What follows belongs to an exercise in optimizing a design on an open flow for small area, a short achievable clock period and few clock cycles; a production flow would make more cautious choices.
Where RTL was checked, it was by simulation tests only, not by an equivalence proof against the original.

Design sha256_reduced, start of the top module:
module sha256_reduced (
    input  logic        clk,
    input  logic        rst_n,
    input  logic        enable,
    input  logic [7:0]  data_in,
    input  logic        data_valid,
    input  logic        end_of_file,
    output logic        ready,
    output logic [31:0] hash_out,
    output logic        hash_valid
);
Size in the first run: roughly 1700 flip-flops, roughly 74000 um^2 of cells after synthesis.
Settings: LEC_CHECK=0, CAP_MARGIN=20, CORE_MARGIN=2, CORE_UTILIZATION=65, CTS_CLUSTER_DIAMETER=100, CTS_CLUSTER_SIZE=25, SLEW_MARGIN=20, SYNTH_MEMORY_MAX_BITS=4096; clock period 15.0 ns.
standard.sh (not shown) runs the stock make flow with config.mk's settings and CLKGATE_MAP_FILE= SYNTH_SCRIPT=/design/flow/synth_recipe.tcl, a recipe that flattens the netlist after the stock synthesis.
==> flow/flow/run.sh <==
#!/bin/bash
# Standard synthesis, then the standard flow's own layout with two changes: timing repair
# gets a larger setup margin, so that it keeps working past the constraint's
# period, and the port buffers are plain buffers (sky130_fd_sc_hd__buf_2)
# instead of the delay cells that buffer_ports picks by default.
set -euo pipefail
bash standard.sh synth > synth.log 2>&1
bash standard.sh SETUP_SLACK_MARGIN=10.7 TNS_END_PERCENT=100 \
  "BUFFER_PORTS_ARGS=-buffer_cell sky130_fd_sc_hd__buf_2" finish > layout.log 2>&1
The first run ran to the end with no violations.
Testbench counts at the start, summed over its fixed seeds: cycles 20,365.
Then changed:
--- a/flow/design.v
+++ b/flow/design.v
@@ -109,20 +109,33 @@
     function automatic logic [63:0] comp42(input logic [31:0] x1, input logic [31:0] x2,
                                            input logic [31:0] x3, input logic [31:0] x4);
         logic [31:0] p, t, co, ss, cc;
         p  = x1 ^ x2;
         t  = p ^ (x3 ^ x4);
         co = {(p[30:0] & x3[30:0]) | (~p[30:0] & x1[30:0]), 1'b0};
         ss = t ^ co;
         cc = {(t[30:0] & co[30:0]) | (~t[30:0] & x4[30:0]), 1'b0};
         comp42 = {ss, cc};
     endfunction
+    function automatic logic [31:0] ksadd(input logic [31:0] x, input logic [31:0] y);
+        logic [31:0] gg, pp, g2, p2;
+        gg = x & y; pp = x ^ y;
+        for (int k = 1; k < 32; k = k * 2) begin
+            g2 = gg; p2 = pp;
+            for (int i = k; i < 32; i++) begin
+                g2[i] = gg[i] | (pp[i] & gg[i-k]);
+                p2[i] = pp[i] & pp[i-k];
+            end
+            gg = g2; pp = p2;
+        end
+        ksadd = (x ^ y) ^ {gg[30:0], 1'b0};
+    endfunction
     function automatic logic [31:0] skadd(input logic [31:0] x, input logic [31:0] y);
         logic [31:0] gg, pp, g2, p2;
         gg = x & y; pp = x ^ y;
         for (int k = 1; k < 32; k = k * 2) begin
             g2 = gg; p2 = pp;
             for (int i = 0; i < 32; i++) begin
                 if ((i / k) % 2 == 1) begin
                     g2[i] = gg[i] | (pp[i] & gg[(i / k) * k - 1]);
                     p2[i] = pp[i] & pp[(i / k) * k - 1];
                 end
@@ -254,21 +267,21 @@
     wire [31:0] wnew = srcm ? mval : wsch;
     logic [31:0] knext;
     k_rom krom (.kSel(advq ? st_next[5:0] : st[5:0]), .kBus(knext));
     wire [31:0] s1  = bsig1(e);
     wire [31:0] s0  = bsig0(a);
     wire [31:0] ch  = (e & f) | (~e & g);
     wire [31:0] maj = (a & b) | (c & (a | b));
     wire [63:0] ac  = comp42(dl, maj, ch, s0);
     wire [31:0] ax3 = csum(ac[63:32], ac[31:0], s1);
     wire [31:0] ay3 = ccar(ac[63:32], ac[31:0], s1);
-    wire [31:0] an  = skadd(ax3, ay3);
+    wire [31:0] an  = ksadd(ax3, ay3);
     wire [63:0] ec  = comp42(dl, d, ch, s1);
     wire [31:0] en  = skadd(ec[63:32], ec[31:0]);
     wire [31:0] hsrc = bnd ? xe[1] : g;
     wire [31:0] px1  = csum(hsrc, kq, w[15]);
     wire [31:0] py1  = ccar(hsrc, kq, w[15]);
     logic [31:0] iva, ive;
     always_comb begin
         case (st)
             7'd62:   begin iva = 32'ha54ff53a; ive = 32'h5be0cd19; end
             7'd63:   begin iva = 32'h3c6ef372; ive = 32'h1f83d9ab; end
Worst setup slack got worse by 90 ps.
Via count came out higher by 4.3%.
Sequential cell count stays the same.
Routed wire length came out higher by 5.3%.
Clock-buffer cell count came out lower by 3.
Die area came out higher by 1.2%.
Non-clock buffer count came out lower by 14.
Fmax came out lower by 2.1%.
Cell area came out higher by 1.1%.
Global-route usage came out higher by 1.5 points.
Clock skew came out higher by 5.5 ps.
The RTL of the second run of this note was laid out without a check of its function.


Setup of the reference run:
Another version of the RTL of sha256_reduced (not shown whole).
Size in the first run: roughly 74000 µm² of cells after synthesis.
clock: 15.0 ns
lec_check: 0
cap_margin: 20
core_margin: 2
core_utilization: 60
cts_cluster_diameter: 100
cts_cluster_size: 25
slew_margin: 20
synth_memory_max_bits: 4096
Scripts as last shown in full above: flow/flow/run.sh
The reference run | stages: all done | timing, DRC, antenna: all pass
Testbench counts of the reference run, summed over its fixed seeds: cycles 20,365.
What the trial run does differently from the reference run at the input level:
diff --git a/flow/design.v b/flow/design.v
--- a/flow/design.v
+++ b/flow/design.v
@@ -222,12 +222,27 @@
     wire ffstep   = adv & ffq;
     wire ld_r     = adv & ~bnd;
     wire ld_b     = adv & bnd;
     assign pop = adv & srcm & fne;
     assign byp = adv & srcm & ~fne & wrd;
     wire [6:0] st_next = (st == 7'd64) ? 7'd0 : st + 7'd1;
+    logic       advq, ldrq, ldbq, ffsq;
+    wire        init_go = (ph == P_IDLE) & started & (thr | eof_done);
+    wire        fin     = ld_b & lastblk;
+    wire        run_n   = init_go | (run & ~fin);
+    wire [1:0]  stl_n   = stall ? stl + 2'd1 : 2'd0;
+    wire        nm_n    = init_go ? 1'b0 :
+                          adv ? ((st_next <= 7'd14) | ((st_next == 7'd64) & ~lastblk)) : nm;
+    wire        bnd_n   = init_go ? 1'b0 : adv ? (st_next == 7'd0) : bnd;
+    wire        ffq_n   = init_go ? 1'b1 : adv ? ((st_next >= 7'd62) | (st_next == 7'd0)) : ffq;
+    wire        fne_n   = (push & ~pop) ? 1'b1 : (pop & ~push) ? ~occ[0] : fne;
+    wire        eofd_n  = eof_done | (start & ie) | (byte_v & ie);
+    wire        rx_n    = (start & ~ie) | (rx & ~(byte_v & ie));
+    wire [1:0]  bc_n    = byte_v ? bc + 2'd1 : bc;
+    wire        wrd_n   = rx_n & data_valid & ((bc_n == 2'd3) | end_of_file);
+    wire        adv_n   = run_n & (stl_n == 2'd0) & ~(nm_n & ~fne_n & ~eofd_n & ~wrd_n);
     logic [31:0] padword;
     always_comb begin
         if (pad80)                       padword = 32'h80000000;
         else if ((st == 7'd14) & pad14)  padword = {21'b0, nbytes, 3'b000};
         else                             padword = 32'h0;
     end
@@ -260,37 +275,36 @@
             7'd64:   begin iva = 32'hbb67ae85; ive = 32'h9b05688c; end
             default: begin iva = 32'h6a09e667; ive = 32'h510e527f; end
         endcase
     end
     wire [31:0] suma = zero_op ? iva : xa[0] + a;
     wire [31:0] sume = zero_op ? ive : xe[0] + e;
-    wire [31:0] a_alt = ld_b ? suma : d;
-    wire [31:0] e_alt = ld_b ? sume : h;
+    wire [31:0] a_alt = ldbq ? suma : d;
+    wire [31:0] e_alt = ldbq ? sume : h;
     always_ff @(posedge clk) begin
-        w <= {(adv ? wnew  : w[12]), w[15:13],
-              (adv ? w[12] : w[8]),  w[11:9],
-              (adv ? w[8]  : w[4]),  w[7:5],
-              (adv ? w[4]  : w[0]),  w[3:1]};
-        a <= ld_r ? an : a_alt;
-        b <= ld_b ? xa[3] : a;
-        c <= ld_b ? xa[2] : b;
-        d <= ld_b ? xa[1] : c;
-        e <= ld_r ? en : e_alt;
-        f <= ld_b ? xe[3] : e;
-        g <= ld_b ? xe[2] : f;
-        h <= ld_b ? xe[1] : g;
+        w <= {(advq ? wnew  : w[12]), w[15:13],
+              (advq ? w[12] : w[8]),  w[11:9],
+              (advq ? w[8]  : w[4]),  w[7:5],
+              (advq ? w[4]  : w[0]),  w[3:1]};
+        a <= ldrq ? an : a_alt;
+        b <= ldbq ? xa[3] : a;
+        c <= ldbq ? xa[2] : b;
+        d <= ldbq ? xa[1] : c;
+        e <= ldrq ? en : e_alt;
+        f <= ldbq ? xe[3] : e;
+        g <= ldbq ? xe[2] : f;
+        h <= ldbq ? xe[1] : g;
         kq <= knext;
-        if (adv) begin
+        if (advq) begin
             dl  <= px1 + py1;
         end
-        if (ffstep) begin
+        if (ffsq) begin
             xa <= {suma, xa[3:1]};
             xe <= {sume, xe[3:1]};
         end
     end
-    wire fin = ld_b & lastblk;
     always_ff @(posedge clk) begin
         hout <= ({32{fin}} & suma) |
                 ({32{osel[1] | osel[3]}} & b) | ({32{osel[2]}} & d) |
                 ({32{osel[4] | osel[6]}} & h) | ({32{osel[5] | osel[7]}} & f);
     end
     assign hash_out   = hout;
@@ -318,12 +332,16 @@
             nm       <= 1'b0;
             ffq      <= 1'b0;
             zero_op  <= 1'b0;
             pad14    <= 1'b0;
             lastblk  <= 1'b0;
             stl      <= 2'd0;
+            advq     <= 1'b0;
+            ldrq     <= 1'b0;
+            ldbq     <= 1'b0;
+            ffsq     <= 1'b0;
             osel     <= 7'd0;
         end else begin
             if (start) begin
                 started <= 1'b1;
                 if (ie) begin
                     eof_done <= 1'b1;
@@ -338,22 +356,26 @@
                 if (ie) begin
                     rx       <= 1'b0;
                     eof_done <= 1'b1;
                     pad80    <= (bc == 2'd3);
                 end
             end
-            if ((ph == P_IDLE) & started & (thr | eof_done)) begin
+            if (init_go) begin
                 ph      <= P_RUN;
                 st      <= 7'd62;
                 bnd     <= 1'b0;
                 srcm    <= 1'b0;
                 nm      <= 1'b0;
                 ffq     <= 1'b1;
                 zero_op <= 1'b1;
             end
-            stl <= stall ? stl + 2'd1 : 2'd0;
+            stl  <= stl_n;
+            advq <= adv_n;
+            ldrq <= adv_n & ~bnd_n;
+            ldbq <= adv_n & bnd_n;
+            ffsq <= adv_n & ffq_n;
             if (adv) begin
                 st   <= st_next;
                 bnd  <= (st_next == 7'd0);
                 srcm <= (st_next <= 7'd14) | (st_next == 7'd64);
                 nm   <= (st_next <= 7'd14) | ((st_next == 7'd64) & ~lastblk);
                 ffq  <= (st_next >= 7'd62) | (st_next == 7'd0);
--- outcome ---
- Taking the reference run as the reference, in the trial run worst slew margin relative to its limit went down 4.1 points, highest attainable clock frequency went down 0.39%, width of the chip held, number of global-route vias before repair went down about 6%.
- Number of gates given a new drive strength after cts, the reference run and the trial run: smaller value in the trial run
Testbench counts of the trial run, summed over its fixed seeds: cycles 20,365.


Another version of the RTL of sha256_reduced (not shown whole).
For scale: ~6,800 cells after synthesis, ~47 I/O pins, roughly 0.074 mm² of cells after synthesis.
clock: 15.0 ns
lec_check: 0
cap_margin: 20
core_margin: 2
core_utilization: 65
cts_cluster_diameter: 100
cts_cluster_size: 25
slew_margin: 20
synth_memory_max_bits: 4096
Scripts as last shown in full above: flow/flow/run.sh
Testbench counts at the start, summed over its fixed seeds: cycles 20,554.
Rerun with:
--- a/flow/design.v
+++ b/flow/design.v
@@ -77,21 +77,21 @@
     input  logic        rst_n,
     input  logic        enable,
     input  logic [7:0]  data_in,
     input  logic        data_valid,
     input  logic        end_of_file,
     output logic        ready,
     output logic [31:0] hash_out,
     output logic        hash_valid
 );
     localparam int FD = 14;    
-    localparam int NB = 45;    
+    localparam int NB = 1;
     function automatic logic [31:0] rotr(input logic [31:0] x, input int n);
         rotr = (x >> n) | (x << (32 - n));
     endfunction
     function automatic logic [31:0] bsig0(input logic [31:0] x);
         bsig0 = rotr(x, 2) ^ rotr(x, 13) ^ rotr(x, 22);
     endfunction
     function automatic logic [31:0] bsig1(input logic [31:0] x);
         bsig1 = rotr(x, 6) ^ rotr(x, 11) ^ rotr(x, 25);
     endfunction
     function automatic logic [31:0] ssig0(input logic [31:0] x);
@@ -290,21 +290,24 @@
     wire fin = ld_b & lastblk;
     always_ff @(posedge clk) begin
         hout <= ({32{fin}} & suma) |
                 ({32{osel[1] | osel[3]}} & b) | ({32{osel[2]}} & d) |
                 ({32{osel[4] | osel[6]}} & h) | ({32{osel[5] | osel[7]}} & f);
     end
     assign hash_out   = hout;
     assign hash_valid = hv;
     always_ff @(posedge clk) begin
         rdy_q <= ~(started | start);
-        hv    <= fin | (|osel);
+    end
+    always_ff @(posedge clk or negedge rst_n) begin
+        if (!rst_n) hv <= 1'b0;
+        else        hv <= fin | (|osel);
     end
     wire thr = (nbytes >= 8'(NB));
     always_ff @(posedge clk or negedge rst_n) begin
         if (!rst_n) begin
             started  <= 1'b0;
             rx       <= 1'b0;
             eof_done <= 1'b0;
             pad80    <= 1'b0;
             bc       <= 2'd0;
             nbytes   <= 8'd0;
The new run passed the timing, design-rule and antenna checks.
Routed wire length went up by 4.1%.
Critical path depth went down by 1.
Clock-buffer cell count went up by 2.
Design area went up by 1.2%.
Testbench counts after the change, summed over its fixed seeds: cycles 20,365.


Another version of the RTL of sha256_reduced (not shown whole).
For scale: roughly 47 I/O pins.
Settings: LEC_CHECK=0, CAP_MARGIN=20, CORE_MARGIN=2, CORE_UTILIZATION=55, CTS_CLUSTER_DIAMETER=100, CTS_CLUSTER_SIZE=25, SLEW_MARGIN=20, SYNTH_MEMORY_MAX_BITS=4096; clock period 15.0 ns.
Scripts as last shown in full above: flow/flow/run.sh
==> next run, changes <==
--- a/flow/design.v
+++ b/flow/design.v
@@ -243,23 +243,23 @@
     wire [31:0] ws1  = ssig1(w[14]);
     wire [31:0] ws0  = ssig0(w[1]);
     wire [63:0] wc   = comp42(w[9], w[0], ws0, ws1);
     wire [31:0] wsch = wc[63:32] + wc[31:0];
     wire [31:0] wnew = srcm ? mval : wsch;
     logic [31:0] knext;
     k_rom krom (.kSel(adv ? st_next[5:0] : st[5:0]), .kBus(knext));
     wire [31:0] s1  = bsig1(e);
     wire [31:0] s0  = bsig0(a);
     wire [31:0] ch  = (e & f) | (~e & g);
     wire [31:0] maj = (a & b) | (c & (a | b));
-    wire [31:0] adl  = ldr_q ? dl : (ldb_q ? (zero_op ? 32'h6a09e667 : xa[0]) : d);
+    wire [31:0] adl  = ldr_q ? dl : (ldb_q ? (zero_op ? iva : xa[0]) : d);
     wire [31:0] amaj = ldr_q ? maj : ((ldb_q & ~zero_op) ? a : 32'h0);
     wire [31:0] ach  = ch & {32{ldr_q}};
     wire [31:0] as0  = s0 & {32{ldr_q}};
     wire [31:0] as1  = s1 & {32{ldr_q}};
     wire [63:0] ac  = comp42(adl, amaj, ach, as0);
     wire [31:0] ax3 = csum(ac[63:32], ac[31:0], as1);
     wire [31:0] ay3 = ccar(ac[63:32], ac[31:0], as1);
     wire [31:0] an  = skadd(ax3, ay3);
     wire [63:0] ec  = comp42(dl, d, ch, s1);
     wire [31:0] en  = skadd(ec[63:32], ec[31:0]);
     wire [31:0] hsrc = bnd ? xe[1] : g;
Outcome: Routed wire length rises slightly. Design area barely changes. Die area rises slightly. Flip-flop and latch count does not change. Register-to-register slack got worse by 0.57 ns. Utilization falls by 0.75 points. Worst setup slack got worse by 0.57 ns. Global-route usage falls by 0.39 points. Clock skew falls by 0.0094 ns. Area after synthesis rises slightly. Count of clock-buffer cells in the layout falls by 3. Via count rises slightly.
Function was not checked in any run of this note: the RTL went through the layout flow alone.


sha256_reduced, a different RTL version from the one above (not shown whole).
Size in the first run: about 6,800 cells after synthesis, about 1,600 flip-flops.
## sha256_reduced
module sha256_reduced (
    input  logic        clk,
    input  logic        rst_n,
    input  logic        enable,
    input  logic [7:0]  data_in,
    input  logic        data_valid,
    input  logic        end_of_file,
    output logic        ready,
    output logic [31:0] hash_out,
    output logic        hash_valid
);
    localparam int FD = 14;    
    localparam int NB = 45;    
    function automatic logic [31:0] rotr(input logic [31:0] x, input int n);
        rotr = (x >> n) | (x << (32 - n));
    endfunction
    function automatic logic [31:0] bsig0(input logic [31:0] x);
        bsig0 = rotr(x, 2) ^ rotr(x, 13) ^ rotr(x, 22);
    endfunction
    function automatic logic [31:0] bsig1(input logic [31:0] x);
        bsig1 = rotr(x, 6) ^ rotr(x, 11) ^ rotr(x, 25);
    endfunction
    function automatic logic [31:0] ssig0(input logic [31:0] x);
        ssig0 = rotr(x, 7) ^ rotr(x, 18) ^ (x >> 3);
    endfunction
    function automatic logic [31:0] ssig1(input logic [31:0] x);
        ssig1 = rotr(x, 17) ^ rotr(x, 19) ^ (x >> 10);
    endfunction
    function automatic logic [31:0] csum(input logic [31:0] x, input logic [31:0] y, input logic [31:0] z);
        csum = x ^ y ^ z;
    endfunction
    function automatic logic [31:0] ccar(input logic [31:0] x, input logic [31:0] y, input logic [31:0] z);
        ccar = {((x[30:0] & y[30:0]) | (x[30:0] & z[30:0]) | (y[30:0] & z[30:0])), 1'b0};
    endfunction
    function automatic logic [63:0] comp42(input logic [31:0] x1, input logic [31:0] x2,
                                           input logic [31:0] x3, input logic [31:0] x4);
        logic [31:0] p, t, co, ss, cc;
        p  = x1 ^ x2;
        t  = p ^ (x3 ^ x4);
        co = {(p[30:0] & x3[30:0]) | (~p[30:0] & x1[30:0]), 1'b0};
        ss = t ^ co;
        cc = {(t[30:0] & co[30:0]) | (~t[30:0] & x4[30:0]), 1'b0};
        comp42 = {ss, cc};
    endfunction
    function automatic logic [31:0] skadd(input logic [31:0] x, input logic [31:0] y);
        logic [31:0] gg, pp, g2, p2;
        gg = x & y; pp = x ^ y;
        for (int k = 1; k < 32; k = k * 2) begin
            g2 = gg; p2 = pp;
            for (int i = 0; i < 32; i++) begin
                if ((i / k) % 2 == 1) begin
  ...
clock: 15.0 ns
lec_check: 0
cap_margin: 20
core_margin: 2
core_utilization: 55
cts_cluster_diameter: 100
cts_cluster_size: 25
slew_margin: 20
synth_memory_max_bits: 4096
Scripts as last shown in full above: flow/flow/run.sh
Then changed:
--- a/flow/design.v
+++ b/flow/design.v
@@ -79,17 +79,17 @@
     input  logic [7:0]  data_in,
     input  logic        data_valid,
     input  logic        end_of_file,
     output logic        ready,
     output logic [31:0] hash_out,
     output logic        hash_valid
 );
     localparam int FD = 14;    
-    localparam int NB = 45;    
+    localparam int NB = 46;    
     function automatic logic [31:0] rotr(input logic [31:0] x, input int n);
         rotr = (x >> n) | (x << (32 - n));
     endfunction
     function automatic logic [31:0] bsig0(input logic [31:0] x);
         bsig0 = rotr(x, 2) ^ rotr(x, 13) ^ rotr(x, 22);
     endfunction
     function automatic logic [31:0] bsig1(input logic [31:0] x);
         bsig1 = rotr(x, 6) ^ rotr(x, 11) ^ rotr(x, 25);
@@ -126,34 +126,42 @@
                     g2[i] = gg[i] | (pp[i] & gg[(i / k) * k - 1]);
                     p2[i] = pp[i] & pp[(i / k) * k - 1];
                 end
             end
             gg = g2; pp = p2;
         end
         skadd = (x ^ y) ^ {gg[30:0], 1'b0};
     endfunction
-    wire       iv  = data_valid;
-    wire       ie  = end_of_file;
-    wire       ien = enable;
-    wire [7:0] id  = data_in;
+    logic       iv, ie, ien;
+    logic [7:0] id;
+    always_ff @(posedge clk or negedge rst_n) begin
+        if (!rst_n) begin
+            iv  <= 1'b0;
+            ie  <= 1'b0;
+            ien <= 1'b0;
+        end else begin
+            iv  <= data_valid;
+            ie  <= end_of_file;
+            ien <= enable;
+        end
+    end
+    always_ff @(posedge clk) id <= data_in;
     logic        started;     
     logic        rx;          
     logic        eof_done;    
     logic        pad80;       
     logic [1:0]  bc;          
     logic [7:0]  nbytes;      
     logic [23:0] asm_q;
     logic        nrdy;        
     assign ready = ~nrdy;
     wire start  = ~started & iv & ien;
     wire byte_v = rx & iv;
-    wire wrd    = byte_v & ((bc == 2'd3) | ie);    
-    logic byp;                                      
-    wire push   = wrd & ~byp;                       
+    wire push   = byte_v & ((bc == 2'd3) | ie);
     logic [31:0] wdata;
     always_comb begin
         case (bc)
             2'd0:    wdata = {id, 8'h80, 16'h0000};
             2'd1:    wdata = {asm_q[7:0], id, 8'h80, 8'h00};
             2'd2:    wdata = {asm_q[15:0], id, 8'h80};
             default: wdata = {asm_q, id};
         endcase
@@ -200,33 +208,32 @@
     logic [31:0] kq;         
     logic [31:0] dl;         
     logic [3:0][31:0] xa, xe;   
     logic [15:0][31:0] w;
     logic [7:1]  osel;
     logic [31:0] hout;
     logic        hv;
     wire run      = (ph == P_RUN);
-    wire avail    = fne | eof_done | wrd;
+    wire avail    = fne | eof_done;
     wire stalling = (stl != 2'd0);
     wire stall    = stalling | (run & nm & ~avail);
     wire adv      = run & ~stall;
     wire ffstep   = adv & ffq;
     wire ld_r     = adv & ~bnd;
     wire ld_b     = adv & bnd;
     assign pop = adv & srcm & fne;
-    assign byp = adv & srcm & ~fne & wrd;
     wire [6:0] st_next = (st == 7'd64) ? 7'd0 : st + 7'd1;
     logic [31:0] padword;
     always_comb begin
         if (pad80)                       padword = 32'h80000000;
         else if ((st == 7'd14) & pad14)  padword = {21'b0, nbytes, 3'b000};
         else                             padword = 32'h0;
     end
-    wire [31:0] mval = fne ? fhead : wrd ? wdata : padword;
+    wire [31:0] mval = fne ? fhead : padword;
     wire [31:0] ws1  = ssig1(w[14]);
     wire [31:0] ws0  = ssig0(w[1]);
     wire [63:0] wc   = comp42(w[9], w[0], ws0, ws1);
     wire [31:0] wsch = wc[63:32] + wc[31:0];
     wire [31:0] wnew = srcm ? mval : wsch;
     logic [31:0] knext;
     k_rom krom (.kSel(adv ? st_next[5:0] : st[5:0]), .kBus(knext));
     wire [31:0] s1  = bsig1(e);
@@ -338,19 +345,19 @@
             end
             stl <= stall ? stl + 2'd1 : 2'd0;
             if (adv) begin
                 st   <= st_next;
                 bnd  <= (st_next == 7'd0);
                 srcm <= (st_next <= 7'd14) | (st_next == 7'd64);
                 nm   <= (st_next <= 7'd14) | ((st_next == 7'd64) & ~lastblk);
                 ffq  <= (st_next >= 7'd62) | (st_next == 7'd0);
-                if (srcm & ~fne & ~wrd & pad80) pad80 <= 1'b0;
-                if (st == 7'd13) pad14 <= ~fne & ~wrd & ~pad80;
-                if ((st == 7'd14) & ~fne & ~wrd & pad14) lastblk <= 1'b1;
+                if (srcm & ~fne & pad80) pad80 <= 1'b0;
+                if (st == 7'd13) pad14 <= ~fne & ~pad80;
+                if ((st == 7'd14) & ~fne & pad14) lastblk <= 1'b1;
                 if (bnd) begin
                     zero_op <= 1'b0;
                     if (lastblk) ph <= P_OUT;
                 end
             end
             osel <= {osel[6:1], fin};
             if (osel[7]) ph <= P_DONE;
             hv <= fin | (|osel);
=> Cell area falls by 15%; non-clock buffer count falls by 600; worst hold slack hardly moves; maximum frequency goes up by 14%.
Testbench counts after the change, summed over its fixed seeds: cycles 20,631.
For the first run of this note, only the layout was checked, not whether the RTL still works.

==> static timing again, ports no longer ideal <==
Ports are ideal in the flow. The routed layouts listed here were re-timed in OpenROAD. Step 1: set_driving_cell puts a clkbuf_16 on clk and a buf_2 on each other input, an assumption about the parent block. Step 2 adds t to the input delays and takes it off the output delays; t is the mean of the earliest and latest rising clock arrival at the registers after step 1. Input paths then give back, and output paths get back, about the clock's delay inside the block. Slacks: no drivers / after step 1 / after step 2; pairs: no drivers / after step 1.
| run | shift t [ns] | slack for setup (ns) | hold WS [ns] | clock arrival spread, ns | worst data-port slew with drivers (ns) |
|---|---|---|---|---|---|
| the first run of note 1 | 0.778 | 10.723 / 10.695 / 10.723 | 0.318 / 0.318 / 0.318 | 0.038 / 0.039 | 0.04 |
| the second run of note 1 | 0.795 | 10.633 / 10.632 / 10.618 | 0.321 / 0.321 / 0.321 | 0.048 / 0.048 | 0.04 |
| the reference run | 0.796 | 10.674 / 10.644 / 10.674 | 0.313 / 0.313 / 0.313 | 0.047 / 0.046 | 0.04 |
| the trial run | 0.798 | 10.657 / 10.657 / 10.542 | 0.321 / 0.321 / 0.321 | 0.049 / 0.049 | 0.04 |
| the first run of note 3 | 0.780 | 10.675 / 10.643 / 10.675 | 0.324 / 0.324 / 0.324 | 0.035 / 0.034 | 0.03 |
| the second run of note 3 | 0.786 | 10.557 / 10.557 / 10.557 | 0.315 / 0.315 / 0.315 | 0.040 / 0.041 | 0.05 |
| the first run of note 4 | 0.798 | 10.193 / 10.193 / 10.193 | 0.312 / 0.312 / 0.312 | 0.056 / 0.056 | 0.05 |
| the second run of note 4 | 0.808 | 9.619 / 9.619 / 9.619 | 0.315 / 0.315 / 0.315 | 0.055 / 0.055 | 0.06 |
| the first run of note 5 | 0.815 | 9.861 / 9.905 / 9.091 | 0.306 / 0.306 / 0.306 | 0.066 / 0.067 | 0.05 |
| the second run of note 5 | 0.805 | 10.508 / 10.508 / 10.508 | 0.307 / 0.307 / 0.307 | 0.054 / 0.055 | 0.04 |
After both steps every run listed still meets setup and hold. For the first run of note 5, which loses most, drivers alone change the setup slack by +0.044 ns; drivers and shift together by -0.770 ns.
